Source: an optimization exercise on an open RTL-to-GDS flow (aim: small area and a short achievable clock period). Production flows keep margins and buffers that such runs may drop.
No run shown here included a check of the RTL's function; only the layout flow was run.
Power figures rest on the tool's default switching activity, not on a simulated workload.

`flow/run.sh`:
```
#!/bin/bash
# synth_recipe.tcl (not shown) runs the flow's synth.tcl, then flattens the netlist and writes it again
# the make line also repeats each setting of config.mk as NAME=value (left out here)
make -C /OpenROAD-flow-scripts/flow DESIGN_CONFIG=/design/flow/config.mk WORK_HOME=/design/flow/orfs CLKGATE_MAP_FILE= SYNTH_SCRIPT=/design/flow/synth_recipe.tcl finish
```
`flow/config.mk`:
```
export PLATFORM = sky130hd
export DESIGN_NAME = microprocessor
export DESIGN_NICKNAME = microprocessor
export VERILOG_FILES = /design/flow/design.v
export SDC_FILE = /design/flow/constraint.sdc
export NUM_CORES = 4
export LEC_CHECK = 0
export CAP_MARGIN = 20
export CORE_MARGIN = 2
export CORE_UTILIZATION = 40
export SETUP_SLACK_MARGIN = 4
export SLEW_MARGIN = 20
```
`flow/constraint.sdc`:
```
create_clock -name core_clock -period 10.5 [get_ports {clk}]
set_input_delay 2.1000 -clock core_clock [delete_from_list [all_inputs] [get_ports {clk}]]
set_output_delay 2.1000 -clock core_clock [all_outputs]
set_load 0.01 [all_outputs]
```
`flow/design.v`:
```
`timescale 1ns / 1ps
module microprocessor(
	input wire clk,
	input wire clr,
	input wire step,
	input wire [15:0] instruction,
	output wire [15:0] pc_out,
	output reg wb_en,
	output reg [3:0] wb_addr,
	output reg [15:0] wb_data,
	output reg st_en,
	output reg [1:0] st_addr,
	output reg [15:0] st_data
);
	wire [3:0] op = instruction[15:12];
	wire [3:0] ra = instruction[11:8];
	wire [3:0] rb = instruction[7:4];
	wire [3:0] rc = instruction[3:0];
	reg [15:0] pc;
	reg [255:0] R;           
	reg [63:0] M;            
	wire [15:0] r_wdata = wb_data & {16{~clr}};
	genvar gi;
	generate
		for (gi = 0; gi < 16; gi = gi + 1) begin : rf
			wire en = clr | (wb_en & (wb_addr == gi));
			always @(posedge clk)
				if (en) R[16*gi +: 16] <= r_wdata;
		end
	endgenerate
	reg [15:0] Ar, Br;
	integer k;
	always @* begin
		Ar = 16'd0;
		Br = 16'd0;
		for (k = 0; k < 16; k = k + 1) begin
			Ar = Ar | ({16{ra == k}} & R[16*k +: 16]);
			Br = Br | ({16{rb == k}} & R[16*k +: 16]);
		end
	end
	wire fwd_a = wb_en & (wb_addr == ra);
	wire fwd_b = wb_en & (wb_addr == rb);
	wire [15:0] A = fwd_a ? wb_data : Ar;
	wire [15:0] B = fwd_b ? wb_data : Br;
	wire is_logic = (op[3:1] == 3'b000);                  
	wire is_arith = (op == 4'd2) | (op[3:1] == 3'b011);   
	wire is_lw = (op == 4'd8);
	wire is_sw = (op == 4'd10);
	wire is_bne = (op == 4'd14);
	wire is_j = (op == 4'd15);
	wire sub = op[2];
	wire [15:0] sum = B + (A ^ {16{sub}}) + {15'd0, sub};
	wire [1:0] maddr = B[1:0] + rc[1:0];
	wire [15:0] lw_data = M[16*maddr +: 16];
	reg [15:0] res;
	always @* begin
		if (is_lw)
			res = lw_data;
		else case ({op[2], op[1:0]})
			3'b000: res = B & A;
			3'b001: res = B | A;
			3'b111: res = {15'd0, sum[15]};
			default: res = sum;
		endcase
	end
	wire wr = step & (is_logic | is_arith | is_lw);
	wire st = step & is_sw;
	wire [63:0] m_init = {16'd0, 16'd5, 16'd22, 16'd1};
	generate
		for (gi = 0; gi < 4; gi = gi + 1) begin : dm
			wire en = clr | (st & (maddr == gi));
			always @(posedge clk)
				if (en) M[16*gi +: 16] <= clr ? m_init[16*gi +: 16] : B;
		end
	endgenerate
	wire [15:0] pc_inc = pc + 16'd1;
	wire taken = is_bne & (B != A);
	wire [15:0] pc_next = is_j ? {pc_inc[15:12], instruction[11:0]} :
	                      taken ? pc_inc + {{12{rc[3]}}, rc} : pc_inc;
	assign pc_out = pc;
	always @(posedge clk) begin
		if (clr) begin
			pc <= 16'd0;
			wb_en <= 1'b0;
			st_en <= 1'b0;
		end else begin
			if (step) pc <= pc_next;
			wb_en <= wr;
			st_en <= st;
		end
		wb_addr <= is_lw ? rb : rc;
		wb_data <= res;
		st_addr <= maddr;
		st_data <= B;
	end
endmodule
```
==> results of run 1 <==
[report_power, final]
group          switching [mW]  internal (mW)  leakage [nW]
Clock                   0.602          0.795         0.612
Combinational           0.599          0.414          3.63
Sequential              0.205           1.98          3.73
[repair_timing]
item                                    CTS  global route
cloned                                    0             1
buffers inserted                         14             3
endpoints found under the setup margin   26            19
pin swaps                                 5             2
resized for setup                        25            30
[layer usage]
layer  track usage  wire [um]
met1         0.352      24600
met2         0.386      27200
met3        0.0740       7910
met4         0.118       2950
met5             0          0
[logic make-up after synthesis]
group	after synthesis	synth area share
buffers and inverters	149	0.0319
AND/OR/NAND/NOR	409	0.114
flip-flops	376	0.575
adder cells (fa/ha/maj)	65	0.0444
XOR/XNOR	61	0.0286
multiplexers	36	0.0314
AO/OA/AOI/OAI	455	0.175
[through the flow]
stage               hold WS, ns  area (sq um)  setup WS [ns]
floorplan                 0.529         18700           3.74
global placement          0.512         20300           2.67
detailed placement        0.517         20300           2.57
CTS                       0.527         21800           4.02
global route              0.561         21900           4.00
finish                    0.527         21900           4.14
[synth_stat cells (all sizes together) (4+ instances only)]
cell type	n
a211oi	8
a21boi	4
a21o	8
a21oi	78
a221oi	45
a22o	46
a22oi	142
a31oi	8
and3	6
and4	4
and4b	4
and4bb	6
buf	25
clkbuf	73
dfxtp	56
edfxtp	320
ha	63
inv	51
mux2	7
mux2i	12
mux4	17
nand2	69
nand2b	17
nand3	67
nand3b	11
nand4	21
nor2	129
nor2b	19
nor3	13
nor3b	5
nor4	9
nor4b	7
o211ai	16
o21ai	58
o21bai	4
o31ai	7
or2	8
or3	5
xnor2	27
xor2	34
[cell type report]
| cell class | instances | area (sq um) |
|---|---|---|
| clock inverter | 25 | 274 |
| inverter | 51 | 191 |
| multi-input combinational | 1026 | 7650 |
| timing repair buffer | 140 | 1270 |
| sequential | 376 | 10700 |
| clock buffer | 44 | 1000 |
| tap | 607 | 759 |
| fill | 4117 | 24400 |
[critical path: stages]
cell,delay (ns)
clkdlybuf4s50_1,0.45
buf_4,0.32
inv_1,0.27
nor4b_2,0.33
buf_4,0.35
a22oi_1,0.11
nand3_1,0.12
nor2_1,0.08
a21oi_1,0.30
ha_1,0.36
a21oi_1,0.14
o31ai_1,0.08
a41o_1,0.24
o31a_1,0.32
a221o_1,0.41
o41ai_4,0.29
mux2i_1,0.31
nand2_1,0.09
a31oi_1,0.16
[worst min path at each step]
| stage | cells after the start | end |
|---|---|---|
| 2_1_floorplan | 2 | pc[6] |
| 3_3_place_gp | 2 | pc[10] |
| 3_5_place_dp | 2 | pc[10] |
| 4_1_cts | 2 | pc[10] |
| 5_1_grt | 2 | pc[12] |
| 6_report | 2 | pc[10] |
[flip-flops by register name, summed over array words and instances (netlist names), 2 cells and up]
| signal | count |
|---|---|
| pc | 16 |
| wb_data | 16 |
| st_addr | 2 |
| wb_addr | 4 |
| R | 256 |
| M | 64 |
| st_data | 16 |
==> results.ini, run 1 <==
[setup_path]
crit_start = instruction[5]
r2r.worst_path.cells = 20
endpoint = wb_data[0]
rr_endpoint = wb_data[14]
endpoint_kind = flip-flop
startpoint_type = input pin
cp_max_fo = 30
required_ns = 10.99
arrival_ns = 6.85
path_class = input pin to flip-flop
rrSetupSlack_ns = 5.94
worstReg2RegStart = wb_addr[1]

[drt]
first_iter_violations = 2207
num_vias = 14300
drt-total-wl_um = 62700
first_pass_iters = 7
wire_per_inst_um = 27.6
drc_errors = 0
vias_per_cell = 6.31
ant_nets = 0

[sta]
tns_ns = 0
final.period_utilization = 0.605
min_period_ns = 6.36
slew_violations = 0
hold_viol = 0
tightest_slew_ns = 1.12
rsz0062_at_grt = yes
relSlewSlack = 0.251
setup_violations = 0
fmax_mhz = 157
fin_skew_ns = 0.0322

[clock_network]
cts_buffers = 39
cts_root_buffer = clkbuf_16
h-tree-depth = 2
clk_path_buf_depth = 3
cts.sinks = 376
path_clk_slew_ns = 0.06
cts_tree = yes
clkLatencyLatePin_ns = 0.58
holdBufCountCts = 0

[grt]
antenna_found_initial = 0
grt_pass1_vias = 14200
grtUsageTotal = 0.260
gr-total-overflow = 0
grt_start_max_net_pins = 35
grt_pass1_wl_um = 92000

[floorplan]
die-width_um = 220
start_util = 0.403
core_area_sq_um = 46300
die_y_um = 220
fp-row-count = 79
die_area_sq_um = 48400
io_pins = 75

[flow_run]
maxCapViolCount = 0

[synthesis]
synth-seq-cells = 376
synth_top_area_frac = 0.515
synth_edf_count = 320
synth_area_leaders = edfxtp_1 52%, dfxtp_1 6.0%, a22oi_1 5.7%
syn_area_sq_um = 18700
syn_nets = 1635
syn_inst = 1551
syn_area_per_cell_sq_um = 12.0
async_reset_ff_frac = 0
synth_warnings = 1
synth_top_area_cell = edfxtp_1
synth_cell_types = 81
yosys_most_used_dff = edfxtp_1
ys_seq_area_frac = 0.575

[place]
io_buffers = 74
hpwl_um = 38700
place_inst = 2182
gp_congestion = 0.965

[layout]
area_growth_pct = 17.3
post-route-util = 0.473
drive_gt1_frac = 0.133
antenna_cells = 0
final_common_cell = edfxtp_1
layout_common_cells = 320 x edfxtp_1, 142 x a22oi_1, 124 x nor2_1
nets = 1718
stdcell_count = 2269

[power_and_ir_drop]
power_mw = 4.59
irDropWorstVdd_uv = 142
p_per_area_nw_per_um2 = 210
power_leakage_nw = 7.97

[status]
status = no timing/DRC/antenna violations

[worst_hold_path]
worstHoldStart = pc[10]
hold_class = flip-flop to flip-flop

==> run 2, diff against run 1 <==
--- a/flow/design.v
+++ b/flow/design.v
@@ -29,4 +29,12 @@
 		end
 	endgenerate
+	wire [63:0] m_init = {16'd0, 16'd5, 16'd22, 16'd1};
+	generate
+		for (gi = 0; gi < 4; gi = gi + 1) begin : dm
+			wire en = clr | (st_en & (st_addr == gi));
+			always @(posedge clk)
+				if (en) M[16*gi +: 16] <= clr ? m_init[16*gi +: 16] : st_data;
+		end
+	endgenerate
 	reg [15:0] Ar, Br;
 	integer k;
@@ -52,5 +60,5 @@
 	wire [15:0] sum = B + (A ^ {16{sub}}) + {15'd0, sub};
 	wire [1:0] maddr = B[1:0] + rc[1:0];
-	wire [15:0] lw_data = M[16*maddr +: 16];
+	wire [15:0] lw_data = (st_en && st_addr == maddr) ? st_data : M[16*maddr +: 16];
 	reg [15:0] res;
 	always @* begin
@@ -66,12 +74,4 @@
 	wire wr = step & (is_logic | is_arith | is_lw);
 	wire st = step & is_sw;
-	wire [63:0] m_init = {16'd0, 16'd5, 16'd22, 16'd1};
-	generate
-		for (gi = 0; gi < 4; gi = gi + 1) begin : dm
-			wire en = clr | (st & (maddr == gi));
-			always @(posedge clk)
-				if (en) M[16*gi +: 16] <= clr ? m_init[16*gi +: 16] : B;
-		end
-	endgenerate
 	wire [15:0] pc_inc = pc + 16'd1;
 	wire taken = is_bne & (B != A);
==> run 2 against run 1 <==
  * Clock power grew 8%
  * Global-route usage shrank 0.65 points
  * Sequential cell count is the same
  * Critical path type unchanged
==> results.ini, run 2 <==
[synthesis]
synth_top_area_cell = edfxtp_1  ; unchanged
synth_edf_count = 320  ; unchanged
syn_inst = 1576  ; was 1551
synth_top_area_frac = 0.506  ; was 0.515
synth_cell_types = 85  ; was 81
synth_warnings = 1  ; unchanged
synth_area_leaders = edfxtp_1 51%, dfxtp_1 5.9%, a22oi_1 5.5%  ; was edfxtp_1 52%, dfxtp_1 6.0%, a22oi_1 5.7%
syn_area_sq_um = 19000  ; was 18700 sq um
yosysMostFrequentCell = edfxtp_1  ; unchanged
syn_nets = 1660  ; was 1635
syn_area_per_cell_sq_um = 12.0  ; about the same
async_reset_ff_frac = 0  ; unchanged
ys_seq_area_frac = 0.565  ; was 0.575
synth-seq-cells = 376  ; unchanged
synthTopCellsByCount = 320 x edfxtp_1, 138 x a22oi_1, 99 x nor2_1, 82 x nand2_1, 67 x clkbuf_1  ; was 320 x edfxtp_1, 142 x a22oi_1, 128 x nor2_1, 77 x a21oi_1, 73 x clkbuf_1
yosys_most_used_dff = edfxtp_1  ; unchanged

[clock_network]
clk_path_buf_depth = 3  ; unchanged
h-tree-depth = 2  ; unchanged
clkLatencyLatePin_ns = 0.59  ; was 0.58 ns
holdBufCountCts = 0  ; unchanged
cts_tree = yes  ; unchanged
path_clk_slew_ns = 0.06  ; about the same
cts.sinks = 376  ; unchanged
cts_buffers = 42  ; was 39
cts_root_buffer = clkbuf_16  ; unchanged

[floorplan]
io_pins = 75  ; unchanged
start_util = 0.407  ; was 0.403
die-width_um = 222  ; was 220 um
die_area_sq_um = 49200  ; was 48400 sq um
die_y_um = 222  ; was 220 um
fp-row-count = 79  ; unchanged
core_area_sq_um = 46700  ; was 46300 sq um

[grt]
grt_use_met1 = 0.337  ; was 0.352
gr-total-overflow = 0  ; unchanged
grt_start_max_net_pins = 34  ; was 35
gr-usage-met3 = 0.0690  ; was 0.0740
top_usage_layer = met2  ; unchanged
antenna_found_initial = 0  ; unchanged
grt_pass1_wl_um = 93200  ; was 92000 um
use_met2 = 0.392  ; was 0.386
grtUsageTotal = 0.253  ; was 0.260
grt_pass1_vias = 14200  ; about the same

[setup_path]
cp_cell_sequence = clkdlybuf4s50_1 -> buf_6 -> nand2b_2 -> nor3_2 -> buf_4 -> a22o_1 -> a221oi_1 -> nand3_1 -> or3_1 -> o21a_1 -> ha_1 -> nor4_1 -> nand4_1 -> nand4_1 -> buf_4 -> o2111a_1 -> o21ai_0 -> xor2_1 -> nor2_1  ; was clkdlybuf4s50_1 -> buf_4 -> inv_1 -> nor4b_2 -> buf_4 -> a22oi_1 -> nand3_1 -> nor2_1 -> a21oi_1 -> ha_1 -> a21oi_1 -> o31ai_1 -> a41o_1 -> o31a_1 -> a221o_1 -> o41ai_4 -> mux2i_1 -> nand2_1 -> a31oi_1
arrival_ns = 6.73  ; was 6.85 ns
rrSetupSlack_ns = 5.91  ; was 5.94 ns
endpoint_kind = flip-flop  ; unchanged
cp_slowest_cell = clkdlybuf4s50_1  ; unchanged
worstReg2RegStart = wb_addr[1]  ; unchanged
cp_max_fo = 29  ; was 30
path_class = input pin to flip-flop  ; unchanged
required_ns = 10.95  ; was 10.99 ns
slowest_delay_ns = 0.47  ; was 0.45 ns
startpoint_type = input pin  ; unchanged
r2r.worst_path.cells = 16  ; was 20
rr_endpoint = wb_data[14]  ; unchanged

[layout]
reg_top3 = R x256, M x64  ; unchanged
final_area_sq_um = 22400  ; was 21900 sq um
area_growth_pct = 17.9  ; was 17.3%
nets = 1750  ; was 1718
largest_reg_flops = 256  ; unchanged
post-route-util = 0.480  ; was 0.473
fill_cells = 4163  ; was 4117
antenna_cells = 0  ; unchanged
top_register = R  ; unchanged
layout_common_cells = 320 x edfxtp_1, 138 x a22oi_1, 85 x nor2_1  ; was 320 x edfxtp_1, 142 x a22oi_1, 124 x nor2_1
final_common_cell = edfxtp_1  ; unchanged
drive_gt1_frac = 0.133  ; about the same

[drt]
drt-total-wl_um = 63200  ; was 62700 um
first_pass_iters = 6  ; was 7
first_iter_violations = 2194  ; was 2207
num_vias = 14600  ; was 14300
wire_per_inst_um = 27.4  ; was 27.6 um
drc_errors = 0  ; unchanged
vias_per_cell = 6.33  ; was 6.31
ant_nets = 0  ; unchanged

[power_and_ir_drop]
power_leakage_nw = 8.17  ; was 7.97 nW
irDropWorstVdd_uv = 107  ; was 142 uV
p_per_area_nw_per_um2 = 213  ; was 210 nW/um^2
power_mw = 4.75  ; was 4.59 mW

[sta]
whs_ns = 0.518  ; was 0.527 ns
min_period_ns = 6.28  ; was 6.36 ns
relSlewSlack = 0.218  ; was 0.251
final.period_utilization = 0.598  ; was 0.605
slew_violations = 0  ; unchanged
hold_viol = 0  ; unchanged
fmax_mhz = 159  ; was 157 MHz
fin_skew_ns = 0.0222  ; was 0.0322 ns
tightest_slew_ns = 1.17  ; was 1.12 ns
rsz0062_at_grt = yes  ; unchanged
tns_ns = 0  ; unchanged
setup_violations = 0  ; unchanged

[place]
io_buffers = 74  ; unchanged
hpwl_um = 38900  ; was 38700 um
gp_congestion = 0.922  ; was 0.965
dpl_cell_area_sq_um = 20600  ; was 20300 sq um

[status]
status = no timing/DRC/antenna violations  ; unchanged

[worst_hold_path]
worstHoldPathCells = 2  ; unchanged
hold_class = flip-flop to flip-flop  ; unchanged
hold_end = pc[15]  ; was pc[10]
worstHoldStart = pc[15]  ; was pc[10]

[flow_run]
maxCapViolCount = 0  ; unchanged

run 2: cell count changes after synthesis, moves of 7 or more:
cell,delta
nor2_1,-29
nand2_1,+13
a21oi_1,-24
nand2b_1,+9
o21a_1,+16
a211oi_1,+7
nor3_1,+7
nor2b_1,+20
or3_1,+10
run 2: worst max path at each step:
stage / cells past startpoint / startpoint / to / slack [ns]
2_1_floorplan: 22 / instruction[8] / wb_data[12] / 4.25
3_3_place_gp: 20 / instruction[10] / wb_data[14] / 2.90
3_5_place_dp: 20 / instruction[10] / wb_data[14] / 2.76
4_1_cts: 19 / instruction[4] / wb_data[12] / 4.04
5_1_grt: 23 / instruction[8] / wb_data[14] / 3.96
6_report: 19 / instruction[6] / pc[15] / 4.22
run 2: cell type report:
cell class              count  area [sq um]  share of cell area
flip-flops and latches    376         10700               0.480
multi-input cells        1053          7990               0.357
repair buffers            139          1270              0.0568
clock buffers              55          1170              0.0525
well taps                 607           759              0.0339
clock inverters            22           245              0.0110
inverters                  54           203             0.00906
run 2: cells by family (layout without fill, tap and decap cells):
family | after synthesis | count (layout) | share of synthesized area
AO/OA/AOI/OAI | 473 | 473 | 0.185
XOR/XNOR | 62 | 62 | 0.0307
adder cells (fa/ha/maj) | 65 | 65 | 0.0436
buffers and inverters | 147 | 270 | 0.0317
flip-flops | 376 | 376 | 0.565
multiplexers | 41 | 41 | 0.0344
AND/OR/NAND/NOR | 412 | 412 | 0.109
run 2: timing repair:
action                     CTS  global route
pin swaps                    8             2
gates resized for setup     14            29
setup buffers               19             5
setup endpoints to repair   31            29
run 2: metal layers:
metal / routed length, um / share of wire
met1: 25500 / 0.40
met4: 3060 / 0.048
met5: 0 / 0
met2: 27800 / 0.44
met3: 6910 / 0.11
run 2: critical path: cells and delay by family:
family / cells / cell delay, ns
xor gates and xnor gates: 1 / 0.17
and+or+nand+nor: 8 / 1.71
AOI/OAI and AO/OA: 5 / 1.07
adders and majority gates: 1 / 0.32
buffers and inverters: 4 / 1.33
run 2: power breakdown:
group / leakage (nW) / total (mW) / internal, mW / switching, mW
logic: 3.76 / 1.06 / 0.436 / 0.619
clock network: 0.687 / 1.51 / 0.893 / 0.618
registers: 3.73 / 2.19 / 1.97 / 0.217
total: 8.17 / 4.75 / 3.30 / 1.45
run 2: metrics by stage:
stage / cells / setup slack [ns]
after global placement: 2205 / 2.90
after global routing: 2306 / 3.96
final: 2306 / 4.22
after floorplan: 1576 / 4.25
after CTS: 2301 / 4.04
after detailed placement: 2205 / 2.76
==> run 3, diff against run 2 <==
--- a/flow/design.v
+++ b/flow/design.v
@@ -29,12 +29,4 @@
 		end
 	endgenerate
-	wire [63:0] m_init = {16'd0, 16'd5, 16'd22, 16'd1};
-	generate
-		for (gi = 0; gi < 4; gi = gi + 1) begin : dm
-			wire en = clr | (st_en & (st_addr == gi));
-			always @(posedge clk)
-				if (en) M[16*gi +: 16] <= clr ? m_init[16*gi +: 16] : st_data;
-		end
-	endgenerate
 	reg [15:0] Ar, Br;
 	integer k;
@@ -60,5 +52,5 @@
 	wire [15:0] sum = B + (A ^ {16{sub}}) + {15'd0, sub};
 	wire [1:0] maddr = B[1:0] + rc[1:0];
-	wire [15:0] lw_data = (st_en && st_addr == maddr) ? st_data : M[16*maddr +: 16];
+	wire [15:0] lw_data = M[16*maddr +: 16];
 	reg [15:0] res;
 	always @* begin
@@ -74,4 +66,12 @@
 	wire wr = step & (is_logic | is_arith | is_lw);
 	wire st = step & is_sw;
+	wire [63:0] m_init = {16'd0, 16'd5, 16'd22, 16'd1};
+	generate
+		for (gi = 0; gi < 4; gi = gi + 1) begin : dm
+			wire en = clr | (st & (maddr == gi));
+			always @(posedge clk)
+				if (en) M[16*gi +: 16] <= clr ? m_init[16*gi +: 16] : B;
+		end
+	endgenerate
 	wire [15:0] pc_inc = pc + 16'd1;
 	wire taken = is_bne & (B != A);
==> flow/flow/run.sh (new file) <==
#!/bin/bash
# Own layout flow: the standard flow (standard.sh, the standard synthesis
# script and ORFS) with a few extra ORFS settings:
#  - the port buffers are sky130_fd_sc_hd__buf_4 instead of the resizer's default
#    choice (a slow delay cell);
#  - repair_timing aims for a larger setup margin.
# Each step's full output goes to a log file in the work folder.
set -euo pipefail
W=$(pwd)
X=("BUFFER_PORTS_ARGS=-buffer_cell sky130_fd_sc_hd__buf_4")
if [[ -f flow/extra.txt ]]; then
  while IFS= read -r line; do
    [[ -z "$line" || "$line" == \#* ]] && continue
    X+=("$line")
  done < flow/extra.txt
fi
printf '%s\n' "${X[@]}" > "$W/flow_settings.log"
bash standard.sh "${X[@]}" synth > "$W/flow_synth.log" 2>&1
bash standard.sh "${X[@]}" finish > "$W/flow_layout.log" 2>&1
test -f out/final.def
==> flow/flow/extra.txt (new file) <==
SETUP_SLACK_MARGIN=5
CTS_BUF_LIST=sky130_fd_sc_hd__clkbuf_8
==> flow/standard.sh (new file) <==
#!/bin/bash
# synth_recipe.tcl (not shown) runs the flow's synth.tcl, then flattens the netlist and writes it again
# the make line also repeats each setting of config.mk as NAME=value (left out here)
make -C /OpenROAD-flow-scripts/flow DESIGN_CONFIG=/design/flow/config.mk WORK_HOME=/design/flow/orfs CLKGATE_MAP_FILE= SYNTH_SCRIPT=/design/flow/synth_recipe.tcl "${@:-finish}"
removed: flow/run.sh
==> run 3 against run 2 <==
  * Clock power decreased by 17%
  * First-iteration DRC count increased by 2.6%
  * Largest power group unchanged
  * Power down 4.6%
  * Worst setup slack improved by 0.80 ns
  * Largest cell class unchanged
  * Routed wire length grew 3.1%
  * Via count up 2.8%
  * Sequential cell count is the same
  * Highest routed layer unchanged
  * Critical endpoint is now wb_data[0]
==> results.ini, run 3 <==
[place]
io_buffers = 74  ; unchanged
hpwl_um = 38000  ; was 38900 um
gp_congestion = 0.887  ; was 0.922
place_inst = 2164  ; was 2205

[floorplan]
core_area_sq_um = 46300  ; was 46700 sq um
io_pins = 75  ; unchanged
die-width_um = 220  ; was 222 um
fp-row-count = 79  ; unchanged
die_area_sq_um = 48400  ; was 49200 sq um
die_y_um = 220  ; was 222 um
start_util = 0.403  ; was 0.407

[clock_network]
holdBufCountCts = 0  ; unchanged
clkLatencyLatePin_ns = 0.73  ; was 0.59 ns
path_clk_slew_ns = 0.06  ; about the same
cts_buffers = 61  ; was 42
h-tree-depth = 2  ; unchanged
cts_root_buffer = clkbuf_8  ; was clkbuf_16
cts.sinks = 376  ; unchanged
clk_path_buf_depth = 3  ; unchanged
cts_tree = yes  ; unchanged

[grt]
antenna_found_initial = 2  ; was 0
grtUsageTotal = 0.265  ; was 0.253
gr-usage-met3 = 0.0656  ; was 0.0690
grt_start_max_net_pins = 38  ; was 34
grt_pass1_wl_um = 93100  ; was 93200 um
gr-total-overflow = 0  ; unchanged
top_usage_layer = met2  ; unchanged
grt_use_met1 = 0.359  ; was 0.337
use_met2 = 0.395  ; was 0.392
grt_pass1_vias = 14500  ; was 14200

[setup_path]
slowest_delay_ns = 0.64  ; was 0.47 ns
cp_slowest_cell = and4bb_4  ; was clkdlybuf4s50_1
cp_max_fo = 23  ; was 29
required_ns = 11.09  ; was 10.95 ns
path_class = input pin to flip-flop  ; unchanged
startpoint_type = input pin  ; unchanged
cp_cell_sequence = buf_12 -> and4bb_4 -> a22oi_1 -> nand3_1 -> nor2_4 -> a21oi_4 -> xor2_2 -> ha_4 -> a21oi_2 -> o31ai_1 -> a41o_1 -> o31a_1 -> a221o_1 -> o41ai_4 -> mux2i_1 -> nand2_1 -> a31oi_1  ; was clkdlybuf4s50_1 -> buf_6 -> nand2b_2 -> nor3_2 -> buf_4 -> a22o_1 -> a221oi_1 -> nand3_1 -> or3_1 -> o21a_1 -> ha_1 -> nor4_1 -> nand4_1 -> nand4_1 -> buf_4 -> o2111a_1 -> o21ai_0 -> xor2_1 -> nor2_1
endpoint_kind = flip-flop  ; unchanged
r2r.worst_path.cells = 17  ; was 16
arrival_ns = 6.06  ; was 6.73 ns

[layout]
top_register = R  ; unchanged
post-route-util = 0.493  ; was 0.480
nets = 1795  ; was 1750
stdcell_count = 2371  ; was 2306
largest_reg_flops = 256  ; unchanged
drive_gt1_frac = 0.237  ; was 0.133
area_growth_pct = 22.2  ; was 17.9%
fill_cells = 3989  ; was 4163
reg_top3 = R x256, M x64  ; unchanged
layout_common_cells = 320 x edfxtp_1, 153 x buf_4, 142 x a22oi_1  ; was 320 x edfxtp_1, 138 x a22oi_1, 85 x nor2_1
final_common_cell = edfxtp_1  ; unchanged

[synthesis]
synthTopCellsByCount = 320 x edfxtp_1, 142 x a22oi_1, 128 x nor2_1, 77 x a21oi_1, 73 x clkbuf_1  ; was 320 x edfxtp_1, 138 x a22oi_1, 99 x nor2_1, 82 x nand2_1, 67 x clkbuf_1
async_reset_ff_frac = 0  ; unchanged
synth_top_area_cell = edfxtp_1  ; unchanged
syn_nets = 1635  ; was 1660
yosys_most_used_dff = edfxtp_1  ; unchanged
synth-seq-cells = 376  ; unchanged
syn_inst = 1551  ; was 1576
syn_area_sq_um = 18700  ; was 19000 sq um
syn_area_per_cell_sq_um = 12.0  ; about the same
synth_warnings = 1  ; unchanged
yosysMostFrequentCell = edfxtp_1  ; unchanged
synth_edf_count = 320  ; unchanged
synth_cell_types = 81  ; was 85
synth_area_leaders = edfxtp_1 52%, dfxtp_1 6.0%, a22oi_1 5.7%  ; was edfxtp_1 51%, dfxtp_1 5.9%, a22oi_1 5.5%
ys_seq_area_frac = 0.575  ; was 0.565
synth_top_area_frac = 0.515  ; was 0.506

[drt]
ant_nets = 0  ; unchanged
drt-total-wl_um = 65200  ; was 63200 um
wire_per_inst_um = 27.5  ; was 27.4 um
first_iter_violations = 2250  ; was 2194
vias_per_cell = 6.33  ; about the same
num_vias = 15000  ; was 14600
drc_errors = 0  ; unchanged
first_pass_iters = 8  ; was 6

[power_and_ir_drop]
p_per_area_nw_per_um2 = 199  ; was 213 nW/um^2
p_switching_mw = 1.47  ; was 1.45 mW
power_leakage_nw = 8.59  ; was 8.17 nW
p_seq_frac = 0.481  ; was 0.460
combPwrFrac = 0.240  ; was 0.222
power_mw = 4.53  ; was 4.75 mW
clkPwrFrac = 0.279  ; was 0.318
switching_share = 0.324  ; was 0.306
irDropWorstVdd_uv = 127  ; was 107 uV
intPower_mw = 3.06  ; was 3.30 mW

[sta]
final.period_utilization = 0.522  ; was 0.598
fmax_mhz = 183  ; was 159 MHz
slew_violations = 0  ; unchanged
rsz0062_at_grt = yes  ; unchanged
tns_ns = 0  ; unchanged
setup_violations = 0  ; unchanged
min_period_ns = 5.48  ; was 6.28 ns
fin_skew_ns = 0.0638  ; was 0.0222 ns
relSlewSlack = 0.246  ; was 0.218
whs_ns = 0.523  ; was 0.518 ns
hold_viol = 0  ; unchanged
tightest_slew_ns = 1.13  ; was 1.17 ns

[worst_hold_path]
worstHoldPathCells = 2  ; unchanged
hold_class = flip-flop to flip-flop  ; unchanged

[status]
status = no timing/DRC/antenna violations  ; unchanged

[flow_run]
maxCapViolCount = 0  ; unchanged

==> run 3: cell types whose count changed in the layout (fill, tap and decap cells not counted), sizes merged, moves of 9 or more <==
cell	previous run	this run
clkinv	14	24
buf	67	190
nand2	82	69
nor2b	39	19
or3	15	5
o21a	20	3
a21oi	55	78
nand2b	26	17
inv	55	74
clkdlybuf4s50	69	0
nor2	99	129
==> run 3: power by group through the flow <==
stage                     clock network, mW  logic, mW  registers [mW]
final                                  1.26       1.09            2.18
after floorplan                           0      0.613            2.13
after detailed placement                  0      0.961            2.20
after global routing                   1.35       1.18            2.20
after CTS                              1.28       1.00            2.17
after global placement                    0      0.953            2.20
==> run 3: cell type report <==
class                   count  area, sq um  area share
diodes                      1         2.50    0.000110
clock buffers              63          867      0.0380
clock inverters            52          324      0.0142
inverters                  51          199     0.00873
multi-input cells        1028         8060       0.354
flip-flops and latches    376        10700       0.471
well taps                 607          759      0.0333
repair buffers            193         1850      0.0811
==> run 3: layer usage <==
layer  wire length, um  part of all wire
met1             25600              0.39
met2             28000              0.43
met3              8170              0.13
met4              3460             0.053
met5                 0                 0
==> run 3: path summary, 6_finish.rpt <==
| kind | from | slack (ns) | end |
|---|---|---|---|
| hold / removal | pc[13] | 0.52 | pc[13] |
| setup / recovery | instruction[11] | 5.02 | wb_data[0] |
| hold reg to reg | pc[13] | 0.52 | pc[13] |
| setup reg to reg | wb_addr[0] | 5.86 | wb_data[0] |
==> run 3: critical path: cells and delay by family <==
kind | cells | cell delay [ns]
AO/OA/AOI/OAI | 9 | 2.11
XOR/XNOR | 1 | 0.21
adder cells (fa/ha/maj) | 1 | 0.25
buffers and inverters | 1 | 0.15
multiplexers | 1 | 0.28
AND/OR/NAND/NOR | 4 | 0.94
==> run 3: repair_timing <==
item / CTS / global route
gates cloned: 2 / 3
buffers inserted: 40 / 46
pin swaps: 17 / 32
hold endpoints to repair: 0 / 0
endpoints found under the setup margin: 59 / 13
resized for setup: 47 / 78
==> run 3: stage by stage <==
stage / area (sq um) / setup WS, ns
global route: 22800 / 4.90
floorplan: 19000 / 4.87
finish: 22800 / 5.02
CTS: 22000 / 5.00
global placement: 20200 / 3.37
detailed placement: 20200 / 3.26
==> run 3: kinds of logic (layout without fill, tap and decap cells) <==
family          count (synthesis)  after routing  synth area share
simple gates                  409            411             0.114
mux                            36             36            0.0314
other cells                     0              1                 0
fa+ha+maj                      65             65            0.0444
flops                         376            376             0.575
compound gates                455            455             0.175
xor+xnor                       61             61            0.0286
buf+inv                       149            359            0.0319
==> run 4, diff against run 3 <==
==> flow/flow/extra.txt (replaced) <==
SETUP_SLACK_MARGIN=4.5
==> run 4 against run 3 <==
  * Still clean
  * Count of clock-buffer cells in the layout down 11
  * Combinational power fell by 8%
  * First-iteration DRC count down 11%
  * Routed wire length is 3.5% lower
  * Via count fell by 4.3%
  * Sequential share of layout area is 2.3 points higher
  * Sequential power barely moved
  * Worst setup slack worse by 0.35 ns
  * Largest power group unchanged
==> results.ini, run 4 <==
[status]
status = no timing/DRC/antenna violations  ; unchanged

[layout]
area_growth_pct = 16.4  ; was 22.2%
reg_top3 = R x256, M x64  ; unchanged
nets = 1704  ; was 1795
post-route-util = 0.469  ; was 0.493
drive_gt1_frac = 0.169  ; was 0.237
final_common_cell = edfxtp_1  ; unchanged
antenna_cells = 0  ; was 1
top_register = R  ; unchanged
layout_common_cells = 320 x edfxtp_1, 142 x a22oi_1, 125 x nor2_1  ; was 320 x edfxtp_1, 153 x buf_4, 142 x a22oi_1
largest_reg_flops = 256  ; unchanged
fill_cells = 4139  ; was 3989

[drt]
num_vias = 14400  ; was 15000
first_iter_violations = 1992  ; was 2250
ant_nets = 0  ; unchanged
first_pass_iters = 8  ; unchanged
drt-total-wl_um = 62900  ; was 65200 um
drc_errors = 0  ; unchanged
wire_per_inst_um = 27.9  ; was 27.5 um
vias_per_cell = 6.37  ; was 6.33

[synthesis]
synth_edf_count = 320  ; unchanged
syn_inst = 1551  ; unchanged
synthTopCellsByCount = 320 x edfxtp_1, 142 x a22oi_1, 128 x nor2_1, 77 x a21oi_1, 73 x clkbuf_1  ; unchanged
synth_top_area_frac = 0.515  ; unchanged
syn_area_per_cell_sq_um = 12.0  ; unchanged
async_reset_ff_frac = 0  ; unchanged
synth_cell_types = 81  ; unchanged
synth-seq-cells = 376  ; unchanged
synth_area_leaders = edfxtp_1 52%, dfxtp_1 6.0%, a22oi_1 5.7%  ; unchanged
syn_nets = 1635  ; unchanged
yosysMostFrequentCell = edfxtp_1  ; unchanged
ys_seq_area_frac = 0.575  ; unchanged
synth_top_area_cell = edfxtp_1  ; unchanged
syn_area_sq_um = 18700  ; unchanged
yosys_most_used_dff = edfxtp_1  ; unchanged
synth_warnings = 1  ; unchanged

[floorplan]
die_y_um = 220  ; unchanged
die-width_um = 220  ; unchanged
start_util = 0.403  ; unchanged
die_area_sq_um = 48400  ; unchanged
fp-row-count = 79  ; unchanged
core_area_sq_um = 46300  ; unchanged
io_pins = 75  ; unchanged

[place]
gp_congestion = 0.900  ; was 0.887
hpwl_um = 37900  ; was 38000 um
io_buffers = 74  ; unchanged

[sta]
fin_skew_ns = 0.0421  ; was 0.0638 ns
fmax_mhz = 172  ; was 183 MHz
min_period_ns = 5.82  ; was 5.48 ns
tightest_slew_ns = 1.10  ; was 1.13 ns
setup_violations = 0  ; unchanged
relSlewSlack = 0.265  ; was 0.246
slew_violations = 0  ; unchanged
tns_ns = 0  ; unchanged
whs_ns = 0.523  ; about the same
hold_viol = 0  ; unchanged
rsz0062_at_grt = no  ; was yes
final.period_utilization = 0.555  ; was 0.522

[setup_path]
endpoint_kind = flip-flop  ; unchanged
required_ns = 10.94  ; was 11.09 ns
cp.depth = 17  ; unchanged
path_class = input pin to flip-flop  ; unchanged
crit_family = simple AND/OR/NAND/NOR gates  ; was compound AO/OA/AOI/OAI gates
crit_buf_inv = 2  ; was 1
cp_slowest_cell = and4bb_2  ; was and4bb_4
r2r.worst_path.cells = 20  ; was 17
cp_max_fo = 37  ; was 23
arrival_ns = 6.26  ; was 6.06 ns
slowest_delay_ns = 0.47  ; was 0.64 ns
cp_cell_sequence = buf_6 -> and4bb_2 -> a22o_1 -> a221oi_1 -> nand3_1 -> nor2_1 -> a21oi_2 -> ha_1 -> nor4_1 -> nand4_1 -> nand4_1 -> buf_4 -> nand2_1 -> o22ai_1 -> a21oi_1 -> mux2i_1 -> nor2_1  ; was buf_12 -> and4bb_4 -> a22oi_1 -> nand3_1 -> nor2_4 -> a21oi_4 -> xor2_2 -> ha_4 -> a21oi_2 -> o31ai_1 -> a41o_1 -> o31a_1 -> a221o_1 -> o41ai_4 -> mux2i_1 -> nand2_1 -> a31oi_1
startpoint_type = input pin  ; unchanged

[grt]
grt_pass1_vias = 14200  ; was 14500
grt_start_max_net_pins = 50  ; was 38
gr-total-overflow = 0  ; unchanged
grt_use_met1 = 0.344  ; was 0.359
gr-usage-met3 = 0.0582  ; was 0.0656
grt_pass1_wl_um = 91600  ; was 93100 um
top_usage_layer = met2  ; unchanged
antenna_found_initial = 0  ; was 2
use_met2 = 0.401  ; was 0.395
grtUsageTotal = 0.260  ; was 0.265

[clock_network]
h-tree-depth = 2  ; unchanged
clkLatencyLatePin_ns = 0.60  ; was 0.73 ns
holdBufCountCts = 0  ; unchanged
cts.sinks = 376  ; unchanged
cts_buffers = 41  ; was 61
clk_path_buf_depth = 3  ; unchanged
cts_root_buffer = clkbuf_16  ; was clkbuf_8
path_clk_slew_ns = 0.06  ; about the same
cts_tree = yes  ; unchanged

[worst_hold_path]
hold_class = flip-flop to flip-flop  ; unchanged
worstHoldPathCells = 2  ; unchanged

[power_and_ir_drop]
power_leakage_nw = 8.03  ; was 8.59 nW
power_mw = 4.65  ; was 4.53 mW
p_per_area_nw_per_um2 = 214  ; was 199 nW/um^2
irDropWorstVdd_uv = 106  ; was 127 uV

[flow_run]
maxCapViolCount = 0  ; unchanged

## run 4: cell counts after synthesis
Identical to the previous run, type by type.
## run 4: logic make-up after synthesis
kind of cell / share of synthesized area
AOI/OAI and AO/OA: 0.175
DFF: 0.575
buffers and inverters: 0.0319
and+or+nand+nor: 0.114
adders and majority gates: 0.0444
xor gates and xnor gates: 0.0286
muxes: 0.0314
## run 4: timing repair
action	4_1_cts	5_1_grt
gates resized for setup	14	30
pin swaps	2	4
endpoints found under the setup margin	8	14
buffers inserted	5	7
endpoints found under the hold margin	0	0
## run 4: final cells by class
cell class                 count  area (sq um)  area share
tap                          607           759      0.0350
sequential                   376         10700       0.494
multi-input combinational   1026          7700       0.354
clock inverter                20           245      0.0113
timing repair buffer         124           976      0.0450
clock buffer                  52          1110      0.0511
inverter                      51           195     0.00899
## run 4: path summary, 6_finish.rpt
kind                                      from           to  slack (ns)
worst max-delay path            instruction[7]       pc[11]        4.68
worst min-delay path                    pc[13]       pc[13]        0.52
worst max register to register      wb_addr[1]  wb_data[14]        5.90
worst min register to register          pc[13]       pc[13]        0.52
## run 4: through the flow
step	worst slack, ns	cell area, sq um	cells
floorplan	4.52	18700	1551
global placement	3.52	20100	2172
detailed placement	3.50	20100	2172
CTS	4.49	21500	2249
global route	4.51	21700	2256
finish	4.68	21700	2256
## run 4: tightest hold or removal path, delay by kind of cell (launching register included)
kind	cells	cell delay, ns
AO/OA/AOI/OAI	1	0.05
flip-flops	1	0.33
AND/OR/NAND/NOR	1	0.09
## run 4: metal layers
| metal | vias to the layer above | routed length (um) |
|---|---|---|
| li1 | 6202 | - |
| met1 | 6954 | 24700 |
| met2 | 957 | 28200 |
| met3 | 252 | 6750 |
| met4 | 0 | 3230 |
| met5 | - | 0 |
## run 4: power by group
group | switching (mW) | leakage, nW | internal (mW)
Clock | 0.598 | 0.659 | 0.871
Sequential | 0.202 | 3.73 | 1.98
Combinational | 0.606 | 3.64 | 0.392
Total | 1.41 | 8.03 | 3.24
==> run 5, diff against run 4 <==
==> flow/flow/extra.txt (replaced) <==
SETUP_SLACK_MARGIN=5.5
--- a/flow/config.mk
+++ b/flow/config.mk
@@ -8,5 +8,7 @@
 export CAP_MARGIN = 20
 export CORE_MARGIN = 2
-export CORE_UTILIZATION = 40
+export CORE_UTILIZATION = 50
+export CTS_CLUSTER_DIAMETER = 100
+export CTS_CLUSTER_SIZE = 30
 export SETUP_SLACK_MARGIN = 4
 export SLEW_MARGIN = 20
==> run 5 against run 4 <==
  * Still clean
  * Fmax up 4.5%
  * Clock skew down 0.017 ns
  * Synthesized cell count unchanged
  * Power decreased by 9.7%
==> results.ini, run 5 <==
[layout]
multi_input_area_sq_um = 8540  ; was 7700 sq um
final_common_cell = edfxtp_1  ; unchanged
regArea_sq_um = 10700  ; unchanged
reg_top3 = R x256, M x64  ; unchanged
top_register = R  ; unchanged
drive_gt1_frac = 0.267  ; was 0.169
nets = 1780  ; was 1704
layout_common_cells = 320 x edfxtp_1, 164 x buf_4, 142 x a22oi_1  ; was 320 x edfxtp_1, 142 x a22oi_1, 125 x nor2_1
area_growth_pct = 23.2  ; was 16.4%
fill_cells = 2822  ; was 4139
largest_reg_flops = 256  ; unchanged

[synthesis]
syn_area_sq_um = 18700  ; unchanged
syn_inst = 1551  ; unchanged
yosysMostFrequentCell = edfxtp_1  ; unchanged
synth_cell_types = 81  ; unchanged
async_reset_ff_frac = 0  ; unchanged
synth_edf_count = 320  ; unchanged
synth_top_area_cell = edfxtp_1  ; unchanged
synth-seq-cells = 376  ; unchanged
syn_area_per_cell_sq_um = 12.0  ; unchanged
syn_nets = 1635  ; unchanged
synthTopCellsByCount = 320 x edfxtp_1, 142 x a22oi_1, 128 x nor2_1, 77 x a21oi_1, 73 x clkbuf_1  ; unchanged
synth_warnings = 1  ; unchanged
synth_area_leaders = edfxtp_1 52%, dfxtp_1 6.0%, a22oi_1 5.7%  ; unchanged
yosys_most_used_dff = edfxtp_1  ; unchanged
ys_seq_area_frac = 0.575  ; unchanged
synth_top_area_frac = 0.515  ; unchanged

[place]
pre_cts_slack_ns = 3.36  ; was 3.50 ns
gp_congestion = 0.883  ; was 0.900
hpwl_um = 37800  ; was 37900 um
io_buffers = 74  ; unchanged

[power_and_ir_drop]
power_leakage_nw = 8.56  ; was 8.03 nW
p_seq_frac = 0.520  ; was 0.469
combPwrFrac = 0.290  ; was 0.215
intPower_mw = 2.81  ; was 3.24 mW
clkPwrFrac = 0.190  ; was 0.316
switching_share = 0.330  ; was 0.302
p_switching_mw = 1.38  ; was 1.41 mW
irDropWorstVdd_uv = 165  ; was 106 uV
p_per_area_nw_per_um2 = 183  ; was 214 nW/um^2

[setup_path]
crit_start = instruction[8]  ; was instruction[7]
endpoint = wb_data[15]  ; was pc[11]
rrSetupSlack_ns = 5.89  ; was 5.90 ns
arrival_ns = 6.04  ; was 6.26 ns
cp_max_fo = 15  ; was 37
path_class = input pin to flip-flop  ; unchanged
required_ns = 10.97  ; was 10.94 ns
r2r.worst_path.cells = 17  ; was 20
rr_endpoint = wb_data[15]  ; was wb_data[14]
worstReg2RegStart = wb_addr[0]  ; was wb_addr[1]
endpoint_kind = flip-flop  ; unchanged
startpoint_type = input pin  ; unchanged

[grt]
grt_pass1_wl_um = 94800  ; was 91600 um
grt_pass1_vias = 14700  ; was 14200
gr-total-overflow = 0  ; unchanged
antenna_found_initial = 0  ; unchanged
grtUsageTotal = 0.335  ; was 0.260
grt_start_max_net_pins = 51  ; was 50

[sta]
final.period_utilization = 0.531  ; was 0.555
tns_ns = 0  ; unchanged
fmax_mhz = 179  ; was 172 MHz
min_period_ns = 5.57  ; was 5.82 ns
slew_violations = 0  ; unchanged
relSlewSlack = 0.201  ; was 0.265
setup_ws_ns = 4.93  ; was 4.68 ns
tightest_slew_ns = 1.20  ; was 1.10 ns
setup_violations = 0  ; unchanged
rsz0062_at_grt = yes  ; was no
fin_skew_ns = 0.0247  ; was 0.0421 ns
hold_viol = 0  ; unchanged

[drt]
wire_per_inst_um = 30.4  ; was 27.9 um
vias_per_cell = 6.87  ; was 6.37
drc_errors = 0  ; unchanged
drt-total-wl_um = 66000  ; was 62900 um
first_iter_violations = 2288  ; was 1992
first_pass_iters = 6  ; was 8
ant_nets = 0  ; unchanged
num_vias = 14900  ; was 14400

[clock_network]
cts_tree = yes  ; unchanged
cts.sinks = 376  ; unchanged
path_clk_slew_ns = 0.12  ; was 0.06 ns
holdBufCountCts = 0  ; unchanged
clk_path_buf_depth = 3  ; unchanged
clkLatencyLatePin_ns = 0.55  ; was 0.60 ns
h-tree-depth = 1  ; was 2
cts_root_buffer = clkbuf_16  ; unchanged
cts_buffers = 17  ; was 41

[floorplan]
die-width_um = 197  ; was 220 um
die_area_sq_um = 38900  ; was 48400 sq um
io_pins = 75  ; unchanged
start_util = 0.508  ; was 0.403
core_area_sq_um = 36700  ; was 46300 sq um
die_y_um = 197  ; was 220 um
fp-row-count = 70  ; was 79

[status]
status = no timing/DRC/antenna violations  ; unchanged

[flow_run]
maxCapViolCount = 0  ; unchanged

[worst_hold_path]
hold_class = flip-flop to flip-flop  ; unchanged

-- run 5: cell types whose count changed in the layout (fill, tap and decap cells not counted), sizes merged, moves of 5 or more --
cell,change
buf,+88
clkbuf,-31
clkinv,-11
bufbuf,+9
bufinv,-5
-- run 5: repair_timing --
action / 4_1_cts / 5_1_grt
resized for setup: 152 / 70
setup buffers: 85 / 24
pin swaps: 48 / 46
endpoints found under the setup margin: 96 / 61
cloned: 11 / 1
-- run 5: worst min-delay path by stage --
stage          cells after the start  startpoint      to
3_5_place_dp                       2      pc[10]  pc[10]
2_1_floorplan                      2       pc[6]   pc[6]
5_1_grt                            2      pc[12]  pc[12]
6_report                           2      pc[10]  pc[10]
4_1_cts                            2      pc[10]  pc[10]
3_3_place_gp                       2      pc[10]  pc[10]
-- run 5: power groups by stage --
stage,clock [mW],sequential (mW),combinational [mW]
after floorplan,0,2.13,0.634
after global placement,0,2.20,0.959
after detailed placement,0,2.20,0.968
after CTS,0.800,2.17,1.11
after global routing,0.854,2.20,1.30
final,0.796,2.18,1.22
-- run 5: layout make-up --
class | count | share of cell area
Antenna cell | 1 | 0.000109
Inverter | 51 | 0.00888
Clock buffer | 20 | 0.0190
Tap cell | 468 | 0.0255
Timing Repair Buffer | 222 | 0.105
Multi-Input combinational cell | 1028 | 0.372
Clock inverter | 5 | 0.00272
Sequential cell | 376 | 0.467
-- run 5: stage by stage --
step	cells	instance area, sq um	utilization	hold slack [ns]	total power [mW]
after detailed placement	2024	20000	0.546	0.514	3.17
final	2171	23000	0.626	0.525	4.20
after global placement	2024	20000	0.546	0.509	3.16
after floorplan	1551	19200	-	0.529	2.76
after CTS	2145	22400	0.611	0.530	4.08
after global routing	2170	23000	0.626	0.566	4.36
-- run 5: logic make-up after synthesis --
family	Yosys count	synth area share
compound gates	455	0.175
simple gates	409	0.114
flops	376	0.575
buf+inv	149	0.0319
fa+ha+maj	65	0.0444
xor+xnor	61	0.0286
mux	36	0.0314
-- run 5: critical path: stages --
cell       delay, ns
bufbuf_16       0.24
nand2b_4        0.09
nor3b_4         0.24
buf_8           0.29
a22oi_1         0.13
nand3_2         0.12
nor2_4          0.07
a21oi_4         0.16
xor2_1          0.24
ha_4            0.26
a21oi_2         0.14
o31ai_2         0.08
a41o_1          0.23
o31a_1          0.31
a221o_1         0.41
o41ai_4         0.31
mux2i_2         0.30
a21oi_1         0.10
nor2_1          0.20
-- run 5: per-layer routing --
| metal | vias to the layer above | part of all wire | GRT usage |
|---|---|---|---|
| met5 | - | 0 | 0 |
| met4 | 0 | 0.047 | 0.135 |
| met3 | 224 | 0.11 | 0.0765 |
| met2 | 933 | 0.45 | 0.522 |
| met1 | 7443 | 0.40 | 0.455 |
| li1 | 6324 | - | - |
==> run 6, diff against run 5 <==
==> flow/flow/extra.txt (replaced) <==
SETUP_SLACK_MARGIN=6
==> run 6 against run 5 <==
  * Critical path type unchanged
  * Routed wire length is 1.2% higher
  * Largest cell class unchanged
  * Combinational power rose by 7%
  * Register-to-register slack better by 0.03 ns
  * Global-route usage rose by 0.47 points
  * Die area unchanged
  * Still clean
  * Final area grew 2.7%
  * Via count up 1.5%
  * Final cell count grew 1.4%
  * Worst setup slack better by 0.084 ns
  * Critical endpoint is now wb_data[0]
  * Core utilization is 1.7 points higher
==> results.ini, run 6 <==
[synthesis]
syn_area_sq_um = 18700  ; unchanged
async_reset_ff_frac = 0  ; unchanged
syn_area_per_cell_sq_um = 12.0  ; unchanged
synthTopCellsByCount = 320 x edfxtp_1, 142 x a22oi_1, 128 x nor2_1, 77 x a21oi_1, 73 x clkbuf_1  ; unchanged
ys_seq_area_frac = 0.575  ; unchanged
synth_cell_types = 81  ; unchanged
synth-seq-cells = 376  ; unchanged
yosys_most_used_dff = edfxtp_1  ; unchanged
synth_top_area_cell = edfxtp_1  ; unchanged
synth_top_area_frac = 0.515  ; unchanged
synth_area_leaders = edfxtp_1 52%, dfxtp_1 6.0%, a22oi_1 5.7%  ; unchanged
synth_edf_count = 320  ; unchanged
syn_nets = 1635  ; unchanged
synth_warnings = 1  ; unchanged
yosysMostFrequentCell = edfxtp_1  ; unchanged
syn_inst = 1551  ; unchanged

[sta]
tns_ns = 0  ; unchanged
slew_violations = 0  ; unchanged
setup_ws_ns = 5.01  ; was 4.93 ns
final.period_utilization = 0.523  ; was 0.531
fmax_mhz = 182  ; was 179 MHz
fin_skew_ns = 0.0230  ; was 0.0247 ns
rsz0062_at_grt = yes  ; unchanged
hold_viol = 0  ; unchanged
min_period_ns = 5.49  ; was 5.57 ns
setup_violations = 0  ; unchanged
relSlewSlack = 0.244  ; was 0.201
tightest_slew_ns = 1.13  ; was 1.20 ns
whs_ns = 0.535  ; was 0.525 ns

[drt]
drc_errors = 0  ; unchanged
ant_nets = 0  ; unchanged
wl_met2_um = 30100  ; was 29500 um
drt-total-wl_um = 66800  ; was 66000 um
num_vias = 15200  ; was 14900
first_pass_iters = 6  ; unchanged
top_layer = met4  ; unchanged
wire_per_inst_um = 30.3  ; was 30.4 um
vias_per_cell = 6.88  ; was 6.87
first_iter_violations = 2031  ; was 2288
wl_met1_um = 25500  ; was 26200 um
met3_length_um = 7890  ; was 7210 um

[clock_network]
clk_path_buf_depth = 3  ; unchanged
cts_buffers = 17  ; unchanged
holdBufCountCts = 0  ; unchanged
path_clk_slew_ns = 0.12  ; about the same
cts_tree = yes  ; unchanged
clkLatencyLatePin_ns = 0.56  ; was 0.55 ns
cts.sinks = 376  ; unchanged
cts_root_buffer = clkbuf_16  ; unchanged
h-tree-depth = 1  ; unchanged

[setup_path]
cp_max_fo = 5  ; was 15
arrival_ns = 5.97  ; was 6.04 ns
r2r.worst_path.cells = 15  ; was 17
cp_slowest_cell = a221o_1  ; unchanged
path_class = input pin to flip-flop  ; unchanged
startpoint_type = input pin  ; unchanged
cp_cell_sequence = buf_16 -> nand2b_4 -> nor3_2 -> buf_6 -> a22o_1 -> a221oi_4 -> nand3_2 -> nor2_4 -> a21oi_4 -> xor2_2 -> ha_1 -> nand3_1 -> o31ai_1 -> a41o_1 -> o31a_1 -> a221o_1 -> o41ai_2 -> mux2i_1 -> nand2_1 -> a31oi_1  ; was bufbuf_16 -> nand2b_4 -> nor3b_4 -> buf_8 -> a22oi_1 -> nand3_2 -> nor2_4 -> a21oi_4 -> xor2_1 -> ha_4 -> a21oi_2 -> o31ai_2 -> a41o_1 -> o31a_1 -> a221o_1 -> o41ai_4 -> mux2i_2 -> a21oi_1 -> nor2_1
slowest_delay_ns = 0.41  ; about the same
worstReg2RegStart = wb_addr[1]  ; was wb_addr[0]
endpoint_kind = flip-flop  ; unchanged
crit_start = instruction[8]  ; unchanged
required_ns = 10.98  ; was 10.97 ns

[grt]
grtUsageTotal = 0.340  ; was 0.335
antenna_found_initial = 0  ; unchanged
grt_start_max_net_pins = 51  ; unchanged
grt_pass1_vias = 14900  ; was 14700
gr-total-overflow = 0  ; unchanged
grt_pass1_wl_um = 96100  ; was 94800 um

[worst_hold_path]
worstHoldStart = pc[10]  ; unchanged
worstHoldPathCells = 2  ; unchanged
hold_class = flip-flop to flip-flop  ; unchanged

[layout]
antenna_cells = 0  ; was 1
post-route-util = 0.643  ; was 0.626
nets = 1810  ; was 1780
stdcell_count = 2201  ; was 2171
final_area_sq_um = 23600  ; was 23000 sq um
drive_gt1_frac = 0.299  ; was 0.267
area_growth_pct = 26.5  ; was 23.2%
top_register = R  ; unchanged
reg_top3 = R x256, M x64  ; unchanged
largest_reg_flops = 256  ; unchanged
final_common_cell = edfxtp_1  ; unchanged
layout_common_cells = 320 x edfxtp_1, 181 x buf_4, 141 x a22oi_1  ; was 320 x edfxtp_1, 164 x buf_4, 142 x a22oi_1

[floorplan]
fp-row-count = 70  ; unchanged
die-width_um = 197  ; unchanged
die_area_sq_um = 38900  ; unchanged
io_pins = 75  ; unchanged
die_y_um = 197  ; unchanged
start_util = 0.508  ; unchanged
core_area_sq_um = 36700  ; unchanged

[place]
pre_cts_slack_ns = 3.74  ; was 3.36 ns
io_buffers = 74  ; unchanged
dpl_cell_area_sq_um = 20100  ; was 20000 sq um
gp_congestion = 0.907  ; was 0.883
place_inst = 2025  ; was 2024
hpwl_um = 37700  ; was 37800 um

[power_and_ir_drop]
power_leakage_nw = 8.81  ; was 8.56 nW
irDropWorstVdd_uv = 196  ; was 165 uV
p_per_area_nw_per_um2 = 182  ; was 183 nW/um^2
power_mw = 4.30  ; was 4.20 mW

[flow_run]
maxCapViolCount = 0  ; unchanged

[status]
status = no timing/DRC/antenna violations  ; unchanged

run 6: cell count changes in the layout (fill, tap and decap cells not counted), moves of 4 or more:
| cell | delta |
|---|---|
| a21oi_2 | -9 |
| a21oi_4 | +8 |
| buf_16 | +5 |
| buf_4 | +17 |
| buf_6 | +12 |
| inv_1 | -5 |
| inv_2 | +4 |
| nor2_1 | -11 |
| nor2_2 | +10 |
| o21ai_1 | -4 |
run 6: routing by layer:
metal	vias up	track usage
met1	7501	0.465
met3	232	0.0669
met5	-	0
li1	6393	-
met2	1025	0.528
met4	0	0.151
run 6: logic make-up after synthesis:
| family | share of synthesized area |
|---|---|
| DFF | 0.575 |
| buffers and inverters | 0.0319 |
| xor gates and xnor gates | 0.0286 |
| AOI/OAI and AO/OA | 0.175 |
| adders and majority gates | 0.0444 |
| and+or+nand+nor | 0.114 |
| muxes | 0.0314 |
run 6: worst paths after layout:
kind                              endpoint  slack [ns]
worst max-delay path            wb_data[0]        5.01
worst min-delay path                pc[10]        0.53
worst max register to register  wb_data[0]        5.92
worst min register to register      pc[10]        0.53
run 6: cell type report:
type / count / area [sq um]
clock buffers: 21 / 440
clock inverters: 5 / 87.6
fillers: 2685 / 13100
inverters: 51 / 206
multi-input cells: 1027 / 8840
flip-flops and latches: 376 / 10700
well taps: 468 / 586
repair buffers: 253 / 2710
run 6: timing repair:
action                                  in CTS  in global routing
setup buffers                              120                 17
cloned                                      12                  1
endpoints found under the setup margin      97                 90
hold endpoints to repair                     0                  0
gates resized for setup                    242                 64
pin swaps                                   79                 56
run 6: power by group:
part / internal (mW) / leakage [nW] / switching [mW] / total (mW)
Clock: 0.339 / 0.254 / 0.486 / 0.825
Sequential: 1.97 / 3.73 / 0.205 / 2.18
Combinational: 0.573 / 4.83 / 0.729 / 1.30
run 6: critical path, delay by kind of cell:
family / cells / cell delay, ns
compound gates: 9 / 2.11
xor+xnor: 1 / 0.16
fa+ha+maj: 1 / 0.31
buf+inv: 2 / 0.23
mux: 1 / 0.31
simple gates: 6 / 0.74

[static timing again, ports no longer ideal]
The flow's constraints put no driver on any port. The routed layouts listed below were extracted and timed again, unchanged, in two steps.
Step 1 assumes that a clkbuf_16 drives the clock port and a buf_2 every other input.
Step 2 moves the port delays by t, midway between the first and last clock arrival at a register: inputs arrive t later, outputs are due t later. That takes back most of the time a late clock gives input paths.
a / b / c = ideal / step 1 / step 2; a / b = the first two.
run | t, ns | setup WS [ns] | slew at the worst register clock pin (ns) | cell pins on the clock port's net
run 1 | 0.619 | 4.143 / 4.151 / 3.532 | 0.07 / 0.07 | 1
run 2 | 0.631 | 4.222 / 4.255 / 3.624 | 0.07 / 0.07 | 1
run 3 | 0.744 | 5.024 / 4.968 / 4.224 | 0.07 / 0.07 | 1
run 4 | 0.636 | 4.677 / 4.690 / 4.054 | 0.06 / 0.06 | 1
run 5 | 0.593 | 4.925 / 4.860 / 4.267 | 0.12 / 0.12 | 1
run 6 | 0.595 | 5.010 / 4.889 / 4.293 | 0.12 / 0.12 | 1
After both steps every run listed still meets setup and hold. The setup slack of run 3, which loses most, moves by -0.056 ns with the drivers and by -0.800 ns with both steps.
